Context: an optimization exercise on an open-source flow, tuned for small area. The choices shown serve that exercise and are no tape-out recipe.
Function was checked by simulation only, so behaviour that the tests miss may differ from the original.

==> flow/design.v, too long to show whole: its modules and the start of the top module <==
// module TwoByEightMatMul: 1139 lines
// module MatMul: 40 lines
// module MatMul_top: 11 lines
module MatMul_top (
	input clk, read, resetn, cs,
	input[31:0] writedata,
	output[31:0] readdata,
	output[7:0] conduit
);
  // ...
==> flow/flow/run.sh <==
#!/bin/bash
# Own flow: the standard synthesis and layout, with plain buffers (buf_2)
# on the ports and no dummy loads in the clock tree.
set -euo pipefail
bash standard.sh finish \
  "BUFFER_PORTS_ARGS=-buffer_cell sky130_fd_sc_hd__buf_2" \
  "CTS_ARGS=-sink_clustering_enable -repair_clock_nets -sink_clustering_size 10 -sink_clustering_max_diameter 50 -buf_list sky130_fd_sc_hd__clkbuf_4 -dont_use_dummy_load" \
  > std_flow.log 2>&1
==> flow/standard.sh <==
#!/bin/bash
# synth_recipe.tcl (not shown) runs the flow's synth.tcl, then flattens the netlist and writes it again
# the make line also repeats each setting of config.mk as NAME=value (left out here)
make -C /OpenROAD-flow-scripts/flow DESIGN_CONFIG=/design/flow/config.mk WORK_HOME=/design/flow/orfs CLKGATE_MAP_FILE= SYNTH_SCRIPT=/design/flow/synth_recipe.tcl "${@:-finish}"
==> flow/config.mk <==
export PLATFORM = sky130hd
export DESIGN_NAME = MatMul_top
export DESIGN_NICKNAME = MatMul_top
export VERILOG_FILES = /design/flow/design.v
export SDC_FILE = /design/flow/constraint.sdc
export NUM_CORES = 4
export LEC_CHECK = 0
export CAP_MARGIN = 20
export CORE_MARGIN = 2
export CORE_UTILIZATION = 40
export CTS_BUF_LIST = sky130_fd_sc_hd__clkbuf_8
export CTS_CLUSTER_DIAMETER = 60
export CTS_CLUSTER_SIZE = 16
export SLEW_MARGIN = 20
==> flow/constraint.sdc <==
create_clock -name core_clock -period 12.0 [get_ports {clk}]
set_input_delay 2.4000 -clock core_clock [delete_from_list [all_inputs] [get_ports {clk}]]
set_output_delay 2.4000 -clock core_clock [all_outputs]
set_load 0.01 [all_outputs]
==> flow_summary.rst, run 1 <==
.. list-table::
   :header-rows: 1

   * - Metric
     - Value
   * - Clock Pin Slew Worst Setup and Hold Paths
     - 0.10 ns
   * - Synth Instances
     - 2844
   * - Hold Path Sink
     - mm.addr[3]$_DFF_P_
   * - Final Cycle Share
     - 97.44%
   * - Setup Buffers After CTS
     - 0
   * - Kind of cell adding the most delay to the critical path
     - adder cells
   * - Cell type with the largest total area after synthesis
     - edfxtp_1
   * - Registers with the most flip-flops
     - mm.ram_a (448), mm.ram_b (448)
   * - Cell depth of the worst setup path
     - 24
   * - Area occupied by multi-input gates
     - 14460 um2
   * - M1 WL
     - 48190 um
   * - CP max stage cell
     - or4_1
   * - Combined flip-flop and latch cell area
     - 27410 um2
   * - Dominant combinational cell family by area after synthesis
     - adder cells
   * - Synth Cell Area
     - 43000 um2
   * - Worst setup timing slack at the placement stage
     - 0.9941 ns
   * - Most used flip-flop cell after synthesis
     - edfxtp_1
   * - Biggest Area Class
     - sequential cells
   * - Port Buffers
     - 26
   * - CLK BUF
     - 106
   * - Overall overflow remaining after global route
     - 0
   * - Hold Fails Final Rpt
     - 0
   * - Number of tap instances
     - 1403
   * - Top-area cell type share of the netlist area
     - 62.64%
   * - Dominant cell by count in the synthesized netlist
     - edfxtp_1
   * - Setup Total Neg Slack
     - 0 ns
   * - Result of the run
     - finished clean
   * - RR Startpoint
     - mm.addr[0]$_DFFE_PP_
   * - Die Y-Extent
     - 331.9 um
   * - Max Clock Freq
     - 85.52 MHz
   * - Share of synthesized cell area in full adder, half adder and majority cells
     - 17.53%
   * - Final Net Count
     - 3197
   * - Post-Syn Area per Cell
     - 15.12 um2
==> inputs of run 2 (changes only) <==
==> flow/flow/run.sh (replaced) <==
#!/bin/bash
# Own flow: the standard synthesis and layout, with plain buffers (buf_2)
# on the ports and no dummy loads in the clock tree.
set -euo pipefail
bash standard.sh finish \
  "BUFFER_PORTS_ARGS=-buffer_cell sky130_fd_sc_hd__buf_2" \
  "CTS_ARGS=-sink_clustering_enable -repair_clock_nets -sink_clustering_size 20 -sink_clustering_max_diameter 50 -buf_list sky130_fd_sc_hd__clkbuf_8 -dont_use_dummy_load" \
  > std_flow.log 2>&1
==> flow_summary.rst, run 2 <==
.. list-table::
   :header-rows: 1

   * - Metric
     - Value
   * - Clock Pin Slew Worst Setup and Hold Paths
     - 0.11 ns (was 0.10 ns)
   * - Registers with the most flip-flops
     - mm.ram_a (448), mm.ram_b (448) (unchanged)
   * - Buffers plus inverters on the worst setup path
     - 5 (unchanged)
   * - Max Cap Viol
     - 0 (unchanged)
   * - CP max stage cell
     - or4_1 (unchanged)
   * - Synth Instances
     - 2844 (unchanged)
   * - Crit path largest cell delay
     - 0.78 ns (was 0.73 ns)
   * - Cell type with the largest total area after synthesis
     - edfxtp_1 (unchanged)
   * - Worst-case clock skew
     - 0.07676 ns (was 0.1103 ns)
   * - Initial Utilization
     - 40.23% (unchanged)
   * - Starting DRC count in detailed routing
     - 2646 (was 2696)
   * - Total CTS buffers
     - 80 (was 106)
   * - Cell Chain, Critical Path
     - buf_12 > o22ai_1 > or4_1 > nor2_1 > fa_1 > fa_1 > fa_1 > fa_1 > fa_1 > fa_1 > fa_1 > fa_1 > inv_1 > fa_1 > inv_1 > fa_1 > inv_1 > ha_1 > a21oi_1 > o21ai_0 > a311oi_1 > xnor2_1 > mux2i_1 > buf_2 (unchanged)
   * - CP endpoint kind
     - output port (unchanged)
   * - Area added between synthesis and finish
     - 5.226% (was 5.194%)
   * - CTS H-tree depth
     - 3 (unchanged)
   * - Synth Cell Area
     - 43000 um2 (unchanged)
   * - Final Cycle Share
     - 97.07% (was 97.44%)
   * - Path type of the worst setup path
     - flip-flop to output port (unchanged)
   * - Signal arrival time at the worst endpoint
     - 9.25 ns (was 9.29 ns)
   * - Global-route wire length before repair
     - 172300 um (was 173400 um)
   * - Count of pins over their slew limit
     - 0 (unchanged)
   * - Die Y-Extent
     - 331.9 um (unchanged)
   * - First-pass iteration count of the detailed router
     - 5 (unchanged)
   * - Setup Buffers After CTS
     - 0 (unchanged)
   * - Hold Fails Final Rpt
     - 0 (unchanged)
   * - Headroom to the max-slew limit
     - 21.39% (was 22.81%)
   * - Fraction of synthesis flops using an asynchronous set or reset pin
     - 0% (unchanged)
   * - Number of enable-type register cells in the synthesized netlist
     - 897 (unchanged)
   * - Final core area utilization
     - 42.33% (was 42.32%)
   * - Top-area cell type share of the netlist area
     - 62.64% (unchanged)
   * - Most used standard cells in the synthesized netlist
     - edfxtp_1 (897), nor2_1 (531), o22ai_1 (449) (unchanged)
   * - Transition time of the tightest slew-check pin
     - 1.176 ns (was 1.155 ns)
   * - Result of the run
     - finished clean (unchanged)
   * - Shortest period the worst path allows
     - 11.65 ns (was 11.69 ns)
   * - Port Buffers
     - 26 (unchanged)
   * - Root buffer cell
     - clkbuf_8 (was clkbuf_4)
   * - Most common cell after layout, fill and taps aside
     - edfxtp_1 (unchanged)
   * - CTS Buffer Depth
     - 3 (unchanged)
   * - X dimension of the die
     - 331.9 um (unchanged)
   * - Final Net Count
     - 3170 (was 3197)
   * - Number of global-route vias before repair
     - 25.27k (was 25.49k)
   * - TritonCTS clock tree
     - yes (unchanged)
   * - Overall routed net length
     - 118200 um (was 119000 um)
   * - Detailed-route wire length per cell
     - 28.44 um (was 28.47 um)
   * - Number of design rule violations left after detail routing
     - 0 (unchanged)
   * - Max Clock Freq
     - 85.85 MHz (was 85.52 MHz)
   * - Post-cts hold buffer count
     - 0 (unchanged)
   * - Most used flip-flop cell after synthesis
     - edfxtp_1 (unchanged)
   * - Overall fraction of global-route tracks in use
     - 21.30% (was 21.43%)
   * - Synth top area cells
     - edfxtp_1 (63%), fa_1 (17%), o22ai_1 (6.5%) (unchanged)
   * - Overall overflow remaining after global route
     - 0 (unchanged)
   * - Critical Path Start Type
     - flip-flop (unchanged)
   * - YS warnings
     - 3 (unchanged)
   * - TritonCTS Sinks
     - 919 (unchanged)
   * - Vias after detailed routing
     - 24.62k (was 24.80k)
   * - Dominant cell by count in the synthesized netlist
     - edfxtp_1 (unchanged)
   * - Core Box Area
     - 106900 um2 (unchanged)
   * - Antenna violations before repair
     - 3 (was 4)
   * - CP required
     - 9.60 ns (about the same)
   * - Top-Level Pins
     - 76 (unchanged)
   * - Kind of cell adding the most delay to the critical path
     - adder cells (unchanged)
   * - Most frequent cells in the layout
     - edfxtp_1 (897), nor2_1 (531), o22ai_1 (449) (unchanged)
   * - Sequential share of the synthesized area
     - 63.66% (unchanged)
   * - GP Congestion
     - 0.9660 (unchanged)
   * - Share of final-layout standard cells stronger than drive strength 1
     - 6.366% (was 9.690%)
   * - Count of cells resized by post-cts repair
     - 0 (was 2)
   * - Row count
     - 120 (unchanged)
   * - Type of the tightest min-delay check
     - flip-flop to flip-flop (unchanged)
   * - Maximum fanout count along the critical path
     - 44 (was 41)
   * - Final setup violating endpoints
     - 0 (unchanged)
   * - Clock latency of the later-clocked register in the worst-skew pair
     - 0.74 ns (was 0.99 ns)
   * - Die area
     - 110100 um2 (unchanged)
   * - Most frequent cell on the critical path
     - fa_1 (unchanged)
   * - Post-Syn Area per Cell
     - 15.12 um2 (unchanged)
   * - Vias per Instance
     - 5.926 (was 5.932)
   * - Detail Route Antenna Nets
     - 0 (unchanged)
   * - Number of flip-flops and latches in the synthesized netlist
     - 919 (unchanged)
   * - Netlist cell types
     - 52 (unchanged)
   * - Maximum number of pins on one net before global-route repair
     - 91 (unchanged)
   * - Estimated wirelength of the detail-placed design
     - 81490 um (unchanged)
## run 2: changes by cell type in the layout (fill, tap and decap cells not counted), moves of 2 or more
cell	before	now
clkbuf_8	0	81
or4_4	72	5
dfxtp_2	11	13
clkbuf_4	106	0
or4_1	40	107
dfxtp_4	5	3
## run 2: metrics by stage
step / TNS (ns) / hold WS (ns) / instance area [um2] / std cells / setup slack (ns)
4_1_cts: 0 / 0.6825 / 45210 / 4152 / 0.1387
3_5_place_dp: 0 / 0.6730 / 44110 / 4072 / 0.9941
3_3_place_gp: 0 / 0.6438 / 44090 / 4071 / 0.9911
5_1_grt: -0.001911 / 0.7327 / 45250 / 4154 / -0.001238
6_report: 0 / 0.7014 / 45250 / 4154 / 0.3513
2_1_floorplan: 0 / 0.6352 / 43090 / 2867 / 2.067
## run 2: kinds of logic after synthesis
kind of cell | Yosys count | share of synthesized area [%]
compound gates | 496 | 7.227
fa+ha+maj | 383 | 17.53
flops | 919 | 63.66
other cells | 1 | 0.008720
mux | 7 | 0.1659
xor+xnor | 13 | 0.2648
simple gates | 723 | 7.582
buf+inv | 302 | 3.556
## run 2: layout make-up
class | count | area [um2]
multi-input cells | 1646 | 14210
flip-flops and latches | 919 | 27400
well taps | 1403 | 1755
fillers | 9482 | 61650
clock buffers | 80 | 1101
repair buffers | 65 | 629.4
inverters | 39 | 146.4
diodes | 2 | 5.005
## run 2: per-layer routing
layer / routed length, um / global-route usage [%] / vias to the layer above
met3: 10200 / 3.836 / 216
met4: 3698 / 7.418 / 0
met5: 0 / 0 / -
met2: 55880 / 34.02 / 1292
li1: - / - / 10213
met1: 48380 / 29.50 / 12895
## run 2: path summary, 6_finish.rpt
| kind | from | end | slack (ns) | cells past startpoint |
|---|---|---|---|---|
| worst max register to register | mm.addr[0]$_DFFE_PP_ | mm.ram_b[12][0]$_DFFE_PP_ | 8.13 | 4 |
| worst min-delay path | mm.addr[3]$_DFF_P_ | mm.addr[3]$_DFF_P_ | 0.70 | 1 |
| worst min register to register | mm.addr[3]$_DFF_P_ | mm.addr[3]$_DFF_P_ | 0.70 | 1 |
| worst max-delay path | mm.csel_n[6]$_DFF_P_ | readdata[6] | 0.35 | 24 |
## run 2: worst register-to-register path, stage by stage, from the launching register on
cell	delay (ns)
edfxtp_1	0.74
inv_1	0.58
ha_1	0.30
nand4_1	0.87
nor2_1	1.01
==> inputs of run 3 (changes only) <==
==> flow/flow/run.sh (replaced) <==
#!/bin/bash
# Own flow: the standard synthesis and layout, with plain buffers (buf_2)
# on the ports and no dummy loads in the clock tree.
set -euo pipefail
bash standard.sh finish \
  "BUFFER_PORTS_ARGS=-buffer_cell sky130_fd_sc_hd__buf_2" \
  "CTS_ARGS=-sink_clustering_enable -repair_clock_nets -sink_clustering_size 16 -sink_clustering_max_diameter 60 -buf_list sky130_fd_sc_hd__clkbuf_8 -dont_use_dummy_load" \
  > std_flow.log 2>&1
==> flow_summary.rst, run 3 <==
.. list-table::
   :header-rows: 1

   * - Metric
     - Value
   * - Overall fraction of global-route tracks in use
     - 21.28% (was 21.30%)
   * - Total non-filler cell area in the finished layout
     - 45110 um2 (was 45250 um2)
   * - Final WS setup
     - 0.3707 ns (was 0.3513 ns)
   * - Crit path largest cell delay
     - 0.80 ns (was 0.78 ns)
   * - Synth Instances
     - 2844 (unchanged)
   * - Type of the tightest min-delay check
     - flip-flop to flip-flop (unchanged)
   * - Count of pins over their slew limit
     - 0 (unchanged)
   * - Synth top area cells
     - edfxtp_1 (63%), fa_1 (17%), o22ai_1 (6.5%) (unchanged)
   * - Detailed-route wire length per cell
     - 28.48 um (was 28.44 um)
   * - Number of flip-flops and latches in the synthesized netlist
     - 919 (unchanged)
   * - Fraction of synthesis flops using an asynchronous set or reset pin
     - 0% (unchanged)
   * - Top-Level Pins
     - 76 (unchanged)
   * - Worst-case clock skew
     - 0.04999 ns (was 0.07676 ns)
   * - Most used flip-flop cell after synthesis
     - edfxtp_1 (unchanged)
   * - Fraction of synthesized area in multiplexers
     - 0.1658% (unchanged)
   * - TritonCTS Sinks
     - 919 (unchanged)
   * - Share of synthesized cell area in full adder, half adder and majority cells
     - 17.53% (unchanged)
   * - Kind of cell adding the most delay to the critical path
     - adder cells (unchanged)
   * - Count of cells resized by post-cts repair
     - 0 (unchanged)
   * - Vias after detailed routing
     - 24.64k (was 24.62k)
   * - Max Clock Freq
     - 85.99 MHz (was 85.85 MHz)
   * - Number of enable-type register cells in the synthesized netlist
     - 897 (unchanged)
   * - Top-area cell type share of the netlist area
     - 62.64% (unchanged)
   * - CTS H-tree depth
     - 3 (unchanged)
   * - Most frequent cell on the critical path
     - fa_1 (unchanged)
   * - Antenna violations before repair
     - 3 (unchanged)
   * - Registers with the most flip-flops
     - mm.ram_a (448), mm.ram_b (448) (unchanged)
   * - Detail Route Antenna Nets
     - 0 (unchanged)
   * - Max Cap Viol
     - 0 (unchanged)
   * - Number of global-route vias before repair
     - 25.08k (was 25.27k)
   * - Result of the run
     - finished clean (unchanged)
   * - XOR/XNOR Fraction of Synth Area
     - 0.2648% (unchanged)
   * - Dominant cell by count in the synthesized netlist
     - edfxtp_1 (unchanged)
   * - GP Congestion
     - 0.9660 (unchanged)
   * - Synth Cell Area
     - 43000 um2 (unchanged)
   * - TritonCTS clock tree
     - yes (unchanged)
   * - YS warnings
     - 3 (unchanged)
   * - CP max stage cell
     - or4_1 (unchanged)
   * - Post-synthesis simple-gate area fraction
     - 7.582% (unchanged)
   * - Total CTS buffers
     - 70 (was 80)
   * - Overall routed net length
     - 118100 um (was 118200 um)
   * - Critical Path Start Type
     - flip-flop (unchanged)
   * - Dominant combinational cell family by area after synthesis
     - adder cells (unchanged)
   * - Post-Syn Area per Cell
     - 15.12 um2 (unchanged)
   * - Vias per Instance
     - 5.944 (was 5.926)
   * - Share of final-layout standard cells stronger than drive strength 1
     - 5.915% (was 6.366%)
   * - Overall overflow remaining after global route
     - 0 (unchanged)
   * - Clock latency of the later-clocked register in the worst-skew pair
     - 0.73 ns (was 0.74 ns)
   * - First-pass iteration count of the detailed router
     - 5 (unchanged)
   * - Row count
     - 120 (unchanged)
   * - Maximum fanout count along the critical path
     - 44 (unchanged)
   * - Cell Chain, Critical Path
     - buf_12 > o22ai_1 > or4_1 > nor2_1 > fa_1 > fa_1 > fa_1 > fa_1 > fa_1 > fa_1 > fa_1 > fa_1 > inv_1 > fa_1 > inv_1 > fa_1 > inv_1 > ha_1 > a21oi_1 > o21ai_0 > a311oi_1 > xnor2_1 > mux2i_1 > buf_2 (unchanged)
   * - Path type of the worst setup path
     - flip-flop to output port (unchanged)
   * - Most used standard cells in the synthesized netlist
     - edfxtp_1 (897), nor2_1 (531), o22ai_1 (449) (unchanged)
   * - Setup Buffers After CTS
     - 0 (unchanged)
   * - Number of design rule violations left after detail routing
     - 0 (unchanged)
   * - Post-placement cell area
     - 44110 um2 (unchanged)
   * - Final Net Count
     - 3160 (was 3170)
   * - Hold Fails Final Rpt
     - 0 (unchanged)
   * - Headroom to the max-slew limit
     - 20.59% (was 21.39%)
   * - Worst setup timing slack at the placement stage
     - 0.9941 ns (unchanged)
   * - Estimated wirelength of the detail-placed design
     - 81490 um (unchanged)
   * - Buffers plus inverters on the worst setup path
     - 5 (unchanged)
   * - Transition time of the tightest slew-check pin
     - 1.188 ns (was 1.176 ns)
   * - Final Cycle Share
     - 96.91% (was 97.07%)
   * - Cell type with the largest total area after synthesis
     - edfxtp_1 (unchanged)
   * - Shortest period the worst path allows
     - 11.63 ns (was 11.65 ns)
   * - Signal arrival time at the worst endpoint
     - 9.23 ns (was 9.25 ns)
   * - Initial Utilization
     - 40.23% (unchanged)
   * - Most common cell after layout, fill and taps aside
     - edfxtp_1 (unchanged)
   * - CP required
     - 9.60 ns (about the same)
   * - CP endpoint kind
     - output port (unchanged)
   * - Port Buffers
     - 26 (unchanged)
   * - Die area
     - 110100 um2 (unchanged)
   * - Root buffer cell
     - clkbuf_8 (unchanged)
   * - Core Box Area
     - 106900 um2 (unchanged)
   * - Global-route wire length before repair
     - 171900 um (was 172300 um)
   * - Post-cts hold buffer count
     - 0 (unchanged)
   * - Netlist cell types
     - 52 (unchanged)
   * - Die Y-Extent
     - 331.9 um (unchanged)
   * - Clock Pin Slew Worst Setup and Hold Paths
     - 0.10 ns (was 0.11 ns)
   * - Compound-cell area share of the yosys netlist
     - 7.227% (unchanged)
   * - Most frequent cells in the layout
     - edfxtp_1 (897), nor2_1 (531), o22ai_1 (449) (unchanged)
   * - Final setup violating endpoints
     - 0 (unchanged)
   * - Starting DRC count in detailed routing
     - 2517 (was 2646)
   * - CTS Buffer Depth
     - 3 (unchanged)
   * - X dimension of the die
     - 331.9 um (unchanged)
   * - Maximum number of pins on one net before global-route repair
     - 91 (unchanged)
   * - Sequential share of the synthesized area
     - 63.66% (unchanged)
   * - Area added between synthesis and finish
     - 4.891% (was 5.226%)
[run 3: worst paths after layout]
path | from | to | slack, ns | cells past startpoint
hold / removal | mm.addr[3]$_DFF_P_ | mm.addr[3]$_DFF_P_ | 0.71 | 1
hold reg to reg | mm.addr[3]$_DFF_P_ | mm.addr[3]$_DFF_P_ | 0.71 | 1
setup / recovery | mm.rsel_n[7]$_DFF_P_ | readdata[6] | 0.37 | 24
setup reg to reg | mm.addr[0]$_DFFE_PP_ | mm.ram_a[28][6]$_DFFE_PP_ | 8.06 | 4
[run 3: cell type report]
cell class / count / area (um2)
Fill cell: 9477 / 61800
Sequential cell: 919 / 27400
Multi-Input combinational cell: 1646 / 14200
Tap cell: 1403 / 1755
Clock buffer: 70 / 963.4
Timing Repair Buffer: 65 / 629.4
Inverter: 39 / 146.4
Antenna cell: 4 / 10.01
[run 3: through the flow]
| step | cells | hold WS, ns | setup TNS, ns | utilization (%) |
|---|---|---|---|---|
| floorplan | 2867 | 0.6352 | 0 | - |
| global placement | 4071 | 0.6438 | 0 | 41.25 |
| detailed placement | 4072 | 0.6730 | 0 | 41.26 |
| CTS | 4142 | 0.6881 | 0 | 42.16 |
| global route | 4145 | 0.7386 | -0.006641 | 42.19 |
| finish | 4146 | 0.7063 | 0 | 42.19 |
[run 3: worst reg2reg max path: stages, from the launching register on]
cell and delay (ns):
edfxtp_1 0.75, inv_1 0.57, ha_1 0.31, nand4_1 0.88, nor2_1 1.02
[run 3: cells by family (layout without fill, tap and decap cells)]
family          after synthesis  count (layout)
compound gates              496             496
buf+inv                     302             174
mux                           7               7
fa+ha+maj                   383             383
simple gates                723             723
other cells                   1              28
flops                       919             919
xor+xnor                     13              13
[run 3: routing by layer]
layer	vias up	GRT usage, %	routed length, um
li1	10189	-	-
met1	12885	29.78	48280
met2	1357	34.09	55820
met3	211	3.433	10220
met4	0	7.118	3769
met5	-	0	0
==> inputs of run 4 (changes only) <==
==> flow/run.sh (new file) <==
#!/bin/bash
# synth_recipe.tcl (not shown) runs the flow's synth.tcl, then flattens the netlist and writes it again
# the make line also repeats each setting of config.mk as NAME=value (left out here)
make -C /OpenROAD-flow-scripts/flow DESIGN_CONFIG=/design/flow/config.mk WORK_HOME=/design/flow/orfs CLKGATE_MAP_FILE= SYNTH_SCRIPT=/design/flow/synth_recipe.tcl finish
removed: flow/flow/run.sh
removed: flow/standard.sh
==> flow_summary.rst, run 4 <==
.. list-table::
   :header-rows: 1

   * - Metric
     - Value
   * - Result of the run
     - finished clean (unchanged)
   * - Overall overflow remaining after global route
     - 0 (unchanged)
   * - Overall fraction of global-route tracks in use
     - 22.02% (was 21.28%)
   * - TritonCTS clock tree
     - yes (unchanged)
   * - YS warnings
     - 3 (unchanged)
   * - Most common cell after layout, fill and taps aside
     - edfxtp_1 (unchanged)
   * - Hold Path Sink
     - mm.addr[3]$_DFF_P_ (unchanged)
   * - Fraction of synthesis flops using an asynchronous set or reset pin
     - 0% (unchanged)
   * - Path type of the worst setup path
     - flip-flop to output port (unchanged)
   * - Synth Cell Area
     - 43000 um2 (unchanged)
   * - Sequential share of the synthesized area
     - 63.66% (unchanged)
   * - Antenna violations before repair
     - 1 (was 3)
   * - Critical Path Start Type
     - flip-flop (unchanged)
   * - Number of design rule violations left after detail routing
     - 0 (unchanged)
   * - Synth Instances
     - 2844 (unchanged)
   * - CTS H-tree depth
     - 3 (unchanged)
   * - X dimension of the die
     - 331.9 um (unchanged)
   * - Netlist cell types
     - 52 (unchanged)
   * - RR Startpoint
     - mm.addr[0]$_DFFE_PP_ (unchanged)
   * - CP endpoint kind
     - output port (unchanged)
   * - Dominant cell by count in the synthesized netlist
     - edfxtp_1 (unchanged)
   * - Final Cycle Share
     - 97.46% (was 96.91%)
   * - TritonCTS Sinks
     - 919 (unchanged)
   * - Registers with the most flip-flops
     - mm.ram_a (448), mm.ram_b (448) (unchanged)
   * - Detailed-route wire length per cell
     - 29.75 um (was 28.48 um)
   * - Share of final-layout standard cells stronger than drive strength 1
     - 10.33% (was 5.915%)
   * - Core Box Area
     - 106900 um2 (unchanged)
   * - Headroom to the max-slew limit
     - 19.65% (was 20.59%)
   * - Number of flip-flops and latches in the synthesized netlist
     - 919 (unchanged)
   * - Number of global-route vias before repair
     - 25.19k (was 25.08k)
   * - Root buffer cell
     - clkbuf_8 (unchanged)
   * - Number of enable-type register cells in the synthesized netlist
     - 897 (unchanged)
   * - Transition time of the tightest slew-check pin
     - 1.202 ns (was 1.188 ns)
   * - Detail Route Antenna Nets
     - 0 (unchanged)
   * - Area added between synthesis and finish
     - 7.847% (was 4.891%)
   * - First-pass iteration count of the detailed router
     - 6 (was 5)
   * - Total CTS buffers
     - 69 (was 70)
   * - Initial Utilization
     - 40.23% (unchanged)
   * - Global-route wire length before repair
     - 176800 um (was 171900 um)
   * - Post-cts hold buffer count
     - 0 (unchanged)
   * - Shortest period the worst path allows
     - 11.70 ns (was 11.63 ns)
   * - Setup Total Neg Slack
     - 0 ns (unchanged)
   * - Setup repair after global routing missed its margin
     - false
   * - Vias after detailed routing
     - 25.36k (was 24.64k)
   * - Start point of the worst min-delay path
     - mm.addr[3]$_DFF_P_ (unchanged)
   * - Worst setup timing slack at the placement stage
     - 0.7029 ns (was 0.9941 ns)
   * - Port Buffers
     - 26 (unchanged)
   * - Critical R2R Capture
     - mm.ram_b[60][2]$_DFFE_PP_ (was mm.ram_a[28][6]$_DFFE_PP_)
   * - Max Clock Freq
     - 85.50 MHz (was 85.99 MHz)
   * - Most used standard cells in the synthesized netlist
     - edfxtp_1 (897), nor2_1 (531), o22ai_1 (449) (unchanged)
   * - Estimated wirelength of the detail-placed design
     - 85690 um (was 81490 um)
   * - Maximum number of pins on one net before global-route repair
     - 75 (was 91)
   * - Logic depth of the worst register-to-register path
     - 4 (unchanged)
   * - Most frequent cells in the layout
     - edfxtp_1 (897), nor2_1 (529), o22ai_1 (449) (was edfxtp_1 (897), nor2_1 (531), o22ai_1 (449))
   * - Starting DRC count in detailed routing
     - 3140 (was 2517)
   * - Top-Level Pins
     - 76 (unchanged)
   * - Maximum fanout count along the critical path
     - 23 (was 44)
   * - DP Cell Count
     - 4096 (was 4072)
   * - Row count
     - 120 (unchanged)
   * - Setup slack of the worst register-to-register path
     - 7.90 ns (was 8.06 ns)
   * - Final Net Count
     - 3207 (was 3160)
   * - Top-area cell type share of the netlist area
     - 62.64% (unchanged)
   * - Worst-case clock skew
     - 0.04458 ns (was 0.04999 ns)
   * - Clock Pin Slew Worst Setup and Hold Paths
     - 0.10 ns (about the same)
   * - Die area
     - 110100 um2 (unchanged)
   * - Clock latency of the later-clocked register in the worst-skew pair
     - 0.74 ns (was 0.73 ns)
   * - Final WS setup
     - 0.3044 ns (was 0.3707 ns)
   * - Overall routed net length
     - 125600 um (was 118100 um)
   * - Type of the tightest min-delay check
     - flip-flop to flip-flop (unchanged)
   * - GP Congestion
     - 1.040 (was 0.9660)
   * - Post-Syn Area per Cell
     - 15.12 um2 (unchanged)
   * - Synth top area cells
     - edfxtp_1 (63%), fa_1 (17%), o22ai_1 (6.5%) (unchanged)
   * - Cell type with the largest total area after synthesis
     - edfxtp_1 (unchanged)
   * - Most used flip-flop cell after synthesis
     - edfxtp_1 (unchanged)
   * - Count of pins over their slew limit
     - 0 (unchanged)
   * - CTS Buffer Depth
     - 3 (unchanged)
   * - CP required
     - 9.60 ns (about the same)
   * - Final setup violating endpoints
     - 0 (unchanged)
   * - Die Y-Extent
     - 331.9 um (unchanged)
   * - Signal arrival time at the worst endpoint
     - 9.30 ns (was 9.23 ns)
   * - Depth of the worst hold-timing path
     - 1 (unchanged)
   * - Vias per Instance
     - 6.008 (was 5.944)
   * - Final Instance Count excl. Fillers
     - 4221 (was 4146)
   * - Hold Fails Final Rpt
     - 0 (unchanged)
   * - Max Cap Viol
     - 0 (unchanged)
run 4: cell types whose count changed in the layout (fill, tap and decap cells not counted), sizes merged:
| cell | change |
|---|---|
| clkdlybuf4s50 | +19 |
| bufinv | +1 |
| buf | +23 |
| clkinv | +6 |
| clkinvlp | +2 |
| diode | -3 |
| clkbuf | +7 |
| inv | +20 |
run 4: logic make-up after synthesis:
family / synth area share (%)
buffers and inverters: 3.556
and+or+nand+nor: 7.582
AOI/OAI and AO/OA: 7.227
xor gates and xnor gates: 0.2648
muxes: 0.1659
other: 0.008720
adders and majority gates: 17.53
DFF: 63.66
run 4: worst max-delay path by stage:
stage | from | end | slack, ns | cells past startpoint
after floorplan | mm.csel_n[3]$_DFF_P_ | readdata[6] | 2.07 | 26
after global placement | mm.csel_n[6]$_DFF_P_ | readdata[6] | 0.77 | 24
after detailed placement | mm.csel_n[6]$_DFF_P_ | readdata[6] | 0.70 | 24
after CTS | mm.csel_n[2]$_DFF_P_ | conduit[7] | 0.008 | 23
after global routing | mm.csel_n[7]$_DFF_P_ | readdata[6] | 0.003 | 24
final | mm.rsel_n[2]$_DFF_P_ | readdata[6] | 0.30 | 24
run 4: what timing repair did:
action,CTS,global route
endpoints found under the setup margin,6,10
gates resized for setup,19,95
pin swaps,0,1
gates cloned,0,7
setup buffers,0,17
run 4: layer usage:
metal  up-vias  track usage, %  share of wire (%)
met3       217           3.340                9.3
met4         2           7.689                3.4
li1      10321               -                  -
met2      1450           35.17                 47
met1     13371           30.86                 41
met5         -          0.5211              0.064
run 4: final cells by class:
type / count / area, um2
diodes: 1 / 2.502
clock buffers: 71 / 977.2
repair buffers: 113 / 1348
fillers: 9405 / 60530
well taps: 1403 / 1755
inverters: 39 / 146.4
flip-flops and latches: 919 / 27430
clock inverters: 29 / 188.9
multi-input cells: 1646 / 14530
run 4: stage by stage:
stage / utilization [%] / cell area, um2 / hold slack [ns]
CTS: 42.68 / 45620 / 0.6791
global route: 43.38 / 46380 / 0.7366
finish: 43.38 / 46380 / 0.6804
detailed placement: 41.52 / 44390 / 0.6626
global placement: 41.52 / 44390 / 0.6448
floorplan: - / 43090 / 0.6352
run 4: worst max-delay path, stage by stage (launching register included):
cell             delay, ns
dfxtp_4               0.60
buf_4                 0.23
o22ai_1               0.12
or4_1                 0.65
nor2_1                0.23
fa_1                  0.44
fa_1                  0.48
fa_1                  0.54
fa_1                  0.46
fa_1                  0.48
fa_1                  0.47
fa_1                  0.48
fa_1                  0.54
inv_1                 0.06
fa_1                  0.39
inv_1                 0.08
fa_1                  0.42
inv_1                 0.07
ha_1                  0.29
a21oi_1               0.18
o21ai_0               0.14
a311oi_1              0.33
xnor2_1               0.10
mux2i_1               0.18
clkdlybuf4s50_1       0.57
==> inputs of run 5 (changes only) <==
==> flow/flow/run.sh (new file) <==
#!/bin/bash
# Own flow: the standard synthesis, then its combinational gates (all but
# the flip-flops, the full/half adder cells and the tie cells) mapped again by
# ABC with an area-oriented script (flow/area.abc), then the standard
# layout of that netlist. Registers keep the standard synthesis's names and
# cells. Each tool writes its full output to a log of its own here.
set -euo pipefail
W=$(pwd)
F=$W/flow
P=${FLOW_PLATFORM:-sky130hd}
R=$W/orfs/results/$P/MatMul_top/base
L=$W/orfs/logs/$P/MatMul_top/base
O=$W/orfs/objects/$P/MatMul_top/base
YOSYS=$FLOW_HOME/../tools/install/yosys/bin/yosys
[[ -x $YOSYS ]] || YOSYS=$(command -v yosys)
LIB=$FLOW_HOME/platforms/$P/lib/sky130_fd_sc_hd__tt_025C_1v80.lib

# 1. the standard synthesis
bash standard.sh synth > std_synth.log 2>&1

# 2. remap the combinational logic
python3 $F/mkfuncs.py $LIB $W/funcs.v > mkfuncs.log 2>&1
DU=$(grep -o -- '-dont_use [^ ]*' $L/1_2_yosys.log | sort -u | tr '\n' ' ')
cat > $W/remap.ys <<EOF
read_verilog $R/1_2_yosys.v
read_liberty -lib $LIB
techmap -map $W/funcs.v
techmap
opt -purge
abc -script $F/area.abc -liberty $LIB $DU -constr $O/abc.constr
splitnets
opt_clean -purge
hilomap -singleton -hicell sky130_fd_sc_hd__conb_1 HI -locell sky130_fd_sc_hd__conb_1 LO
insbuf -buf sky130_fd_sc_hd__buf_4 A X
opt_clean -purge
check -assert
stat -liberty $LIB
write_verilog -noattr -noexpr -nohex -nodec $W/remapped.v
EOF
$YOSYS -s $W/remap.ys > remap.log 2>&1

# 3. the standard layout of the remapped netlist, with plain buffers
# (buf_2) on the ports and no dummy loads in the clock tree (the standard synthesis's
# results are moved aside so make takes the remapped netlist from the start)
mkdir -p $W/std_synth
mv $R/1_* $W/std_synth/
bash standard.sh finish SYNTH_NETLIST_FILES=$W/remapped.v \
  "BUFFER_PORTS_ARGS=-buffer_cell sky130_fd_sc_hd__buf_2" \
  "CTS_ARGS=-sink_clustering_enable -repair_clock_nets -sink_clustering_size 16 -sink_clustering_max_diameter 60 -buf_list sky130_fd_sc_hd__clkbuf_8 -dont_use_dummy_load" \
  > std_layout.log 2>&1
==> flow/flow/area.abc (new file) <==
&get -n
&st
&dch
&nf
&put
==> flow/flow/mkfuncs.py (new file) <==
#!/usr/bin/env python3
"""Write a Yosys techmap file that turns each single-output combinational
sky130_fd_sc_hd cell (except the adders and tie cells) back into plain logic,
from the functions in the liberty file."""
import re, sys
lib = open(sys.argv[1]).read()
keep = re.compile(r"__(fa|ha|conb|fah|dlygate|dlymetal|clkdly|probe|lpflow|tap|fill|decap|diode|macro)")
out = []
for c in re.split(r'\n\s*cell\s*\(', lib)[1:]:
    name = re.match(r'"?(\w+)"?', c).group(1)
    if keep.search(name) or 'ff (' in c or 'latch (' in c or 'statetable' in c:
        continue
    pins = re.findall(r'pin\s*\(\s*"?(\w+)"?\s*\)\s*\{(.*?)\n\s{8}\}', c, re.S)
    ins, outs = [], []
    for p, body in pins:
        d = re.search(r'direction\s*:\s*"?(\w+)"?', body)
        if not d: continue
        if d.group(1) == 'input': ins.append(p)
        elif d.group(1) == 'output':
            f = re.search(r'function\s*:\s*"([^"]*)"', body)
            if f: outs.append((p, f.group(1)))
    if len(outs) != 1 or not ins: continue
    o, f = outs[0]
    f = f.replace('!', '~').replace('*', '&').replace('+', '|')
    f = re.sub(r'(\w+)\s+(?=[\w(~])', r'\1 & ', f)  # implicit AND by space
    f = re.sub(r'\)\s+(?=[\w(~])', ') & ', f)
    out.append(f"module {name}({', '.join(ins + [o])});\n  input {', '.join(ins)};\n  output {o};\n  assign {o} = {f};\nendmodule\n")
open(sys.argv[2], 'w').write("\n".join(out))
print(len(out), "cells")
==> flow/standard.sh (new file) <==
#!/bin/bash
# synth_recipe.tcl (not shown) runs the flow's synth.tcl, then flattens the netlist and writes it again
# the make line also repeats each setting of config.mk as NAME=value (left out here)
make -C /OpenROAD-flow-scripts/flow DESIGN_CONFIG=/design/flow/config.mk WORK_HOME=/design/flow/orfs CLKGATE_MAP_FILE= SYNTH_SCRIPT=/design/flow/synth_recipe.tcl "${@:-finish}"
removed: flow/run.sh
==> flow_summary.rst, run 5 <==
.. list-table::
   :header-rows: 1

   * - Metric
     - Value
   * - Port Buffers
     - 26 (unchanged)
   * - CTS Buffer Depth
     - 3 (unchanged)
   * - Antenna violations before repair
     - 5 (was 1)
   * - Setup Total Neg Slack
     - 0 ns (unchanged)
   * - Kind of cell adding the most delay to the critical path
     - adder cells (unchanged)
   * - Most frequent cells in the layout
     - edfxtp_1 (897), nor2_1 (537), fa_1 (366) (was edfxtp_1 (897), nor2_1 (529), o22ai_1 (449))
   * - Row count
     - 118 (was 120)
   * - Post-placement cell area
     - 44660 um2 (was 44390 um2)
   * - Final Net Count
     - 3242 (was 3207)
   * - Estimated wirelength of the detail-placed design
     - 84200 um (was 85690 um)
   * - TritonCTS clock tree
     - yes (unchanged)
   * - Core Box Area
     - 103600 um2 (was 106900 um2)
   * - Type of the tightest min-delay check
     - flip-flop to flip-flop (unchanged)
   * - Registers with the most flip-flops
     - mm.ram_a (448), mm.ram_b (448) (unchanged)
   * - Share of final-layout standard cells stronger than drive strength 1
     - 9.004% (was 10.33%)
   * - Signal arrival time at the worst endpoint
     - 9.29 ns (was 9.30 ns)
   * - Vias per Instance
     - 5.960 (was 6.008)
   * - DP Cell Count
     - 4131 (was 4096)
   * - YS warnings
     - 0 (was 3)
   * - Max Cap Viol
     - 0 (unchanged)
   * - Result of the run
     - finished clean (unchanged)
   * - Total non-filler cell area in the finished layout
     - 45740 um2 (was 46380 um2)
   * - Post-cts hold buffer count
     - 0 (unchanged)
   * - Initial Utilization
     - 40.34% (was 40.23%)
   * - Synth Cell Area
     - 41810 um2 (was 43000 um2)
   * - Final setup violating endpoints
     - 0 (unchanged)
   * - Synth Instances
     - 2610 (was 2844)
   * - Final Instance Count excl. Fillers
     - 4203 (was 4221)
   * - Hold Fails Final Rpt
     - 0 (unchanged)
   * - X dimension of the die
     - 327.3 um (was 331.9 um)
   * - Logic depth of the worst register-to-register path
     - 4 (unchanged)
   * - Detailed-route wire length per cell
     - 28.61 um (was 29.75 um)
   * - Overall fraction of global-route tracks in use
     - 22.43% (was 22.02%)
   * - Count of pins over their slew limit
     - 0 (unchanged)
   * - Maximum fanout count along the critical path
     - 19 (was 23)
   * - Post-Route Hold Slack
     - 0.7080 ns (was 0.6804 ns)
   * - First-pass iteration count of the detailed router
     - 6 (unchanged)
   * - Number of design rule violations left after detail routing
     - 0 (unchanged)
   * - Fillers
     - 9077 (was 9405)
   * - Post-Syn Area per Cell
     - 16.02 um2 (was 15.12 um2)
   * - Setup repair after global routing missed its margin
     - false (unchanged)
   * - Most frequent cell on the critical path
     - fa_1 (unchanged)
   * - Number of global-route vias before repair
     - 25.64k (was 25.19k)
   * - CTS H-tree depth
     - 3 (unchanged)
   * - Critical Path Start Type
     - flip-flop (unchanged)
   * - Total CTS buffers
     - 70 (was 69)
   * - Top-Level Pins
     - 76 (unchanged)
   * - Depth of the worst hold-timing path
     - 2 (was 1)
   * - Most common cell after layout, fill and taps aside
     - edfxtp_1 (unchanged)
   * - Buffers plus inverters on the worst setup path
     - 6 (was 5)
   * - Path type of the worst setup path
     - flip-flop to output port (unchanged)
   * - Overall overflow remaining after global route
     - 0 (unchanged)
   * - CP endpoint kind
     - output port (unchanged)
   * - Final Cycle Share
     - 97.45% (was 97.46%)
   * - Max Clock Freq
     - 85.51 MHz (was 85.50 MHz)
   * - Vias after detailed routing
     - 25.05k (was 25.36k)
   * - Cell depth of the worst setup path
     - 25 (was 24)
   * - Die Y-Extent
     - 327.3 um (was 331.9 um)
   * - Transition time of the tightest slew-check pin
     - 1.265 ns (was 1.202 ns)
   * - Clock latency of the later-clocked register in the worst-skew pair
     - 0.72 ns (was 0.74 ns)
   * - Maximum number of pins on one net before global-route repair
     - 80 (was 75)
   * - CP required
     - 9.60 ns (about the same)
   * - Root buffer cell
     - clkbuf_8 (unchanged)
   * - Global-route wire length before repair
     - 175100 um (was 176800 um)
   * - Crit path largest cell delay
     - 0.59 ns (was 0.65 ns)
   * - Detail Route Antenna Nets
     - 0 (unchanged)
   * - Overall routed net length
     - 120300 um (was 125600 um)
   * - Worst-case clock skew
     - 0.1034 ns (was 0.04458 ns)
   * - CP max stage cell
     - o221ai_1 (was or4_1)
   * - Die area
     - 107100 um2 (was 110100 um2)
   * - Area added between synthesis and finish
     - 9.388% (was 7.847%)
   * - Clock Pin Slew Worst Setup and Hold Paths
     - 0.09 ns (was 0.10 ns)
   * - Starting DRC count in detailed routing
     - 3129 (was 3140)
   * - GP Congestion
     - 0.9960 (was 1.040)
   * - TritonCTS Sinks
     - 919 (unchanged)
   * - Setup Buffers After CTS
     - 0 (unchanged)
   * - Shortest period the worst path allows
     - 11.69 ns (was 11.70 ns)
   * - Headroom to the max-slew limit
     - 15.63% (was 19.65%)
-- run 5: final cells by class --
| type | count | area, um2 | share of cell area [%] |
|---|---|---|---|
| antenna | 2 | 5.005 | 0.01094 |
| clock buffer | 70 | 963.4 | 2.106 |
| inverter | 33 | 123.9 | 0.2708 |
| multi-input combinational | 1649 | 14270 | 31.20 |
| sequential | 919 | 27420 | 59.94 |
| tap | 1380 | 1727 | 3.775 |
| timing repair buffer | 150 | 1232 | 2.695 |
-- run 5: path summary, 6_finish.rpt --
kind,from,to,slack [ns]
max,mm.rsel_n[5]$_DFF_P_,readdata[5],0.31
min,mm.addr[1]$_DFF_P_,mm.addr[3]$_DFF_P_,0.71
max reg2reg,mm.addr[0]$_DFFE_PP_,mm.ram_b[18][6]$_DFFE_PP_,8.07
min reg2reg,mm.addr[1]$_DFF_P_,mm.addr[3]$_DFF_P_,0.71
-- run 5: repair_timing --
item	in CTS	in global routing
gates resized for setup	2	18
endpoints found under the setup margin	2	8
pin swaps	0	0
-- run 5: metal layers --
layer,global-route usage [%],wire length [um]
met5,0,26
met1,30.36,47710
met3,5.335,11610
met2,35.57,56360
met4,8.057,4555
-- run 5: metrics by stage --
step | utilization (%) | worst slack (ns)
4_1_cts | 44.03 | 0.01910
2_1_floorplan | - | 1.425
6_report | 44.13 | 0.3054
3_5_place_dp | 43.09 | 0.7696
3_3_place_gp | 43.07 | 0.9228
5_1_grt | 44.13 | 0.02267
-- run 5: tightest hold or removal path, cell delays in order (launching register included) --
cell and delay [ns]:
dfxtp_1 0.39, nand4_1 0.12, a22oi_1 0.13

-- afterwards: timing with drivers on the ports --
The flow's constraints put no driver on any port. The routed layouts listed below were extracted and timed again, unchanged, in two steps.
Step 1, drivers: a clkbuf_16 drives clk and a buf_2 each remaining input, both assumed.
Step 2, shift: input delay + t, output delay - t, t = (earliest + latest rising clock arrival at the registers) / 2. This alone moves slack from input paths to output paths.
a / b / c = no drivers / after step 1 / after step 2; a / b = the first two.
run | shift t [ns] | slack for setup (ns) | slew at the worst register clock pin (ns)
run 1 | 0.990 | 0.307 / 0.252 / 1.242 | 0.12 / 0.12
run 2 | 0.758 | 0.351 / 0.292 / 1.050 | 0.12 / 0.12
run 3 | 0.759 | 0.371 / 0.315 / 1.074 | 0.10 / 0.10
run 4 | 0.778 | 0.304 / 0.249 / 1.028 | 0.11 / 0.11
run 5 | 0.746 | 0.305 / 0.240 / 0.985 | 0.10 / 0.10
After both steps setup and hold are still met in every run listed.
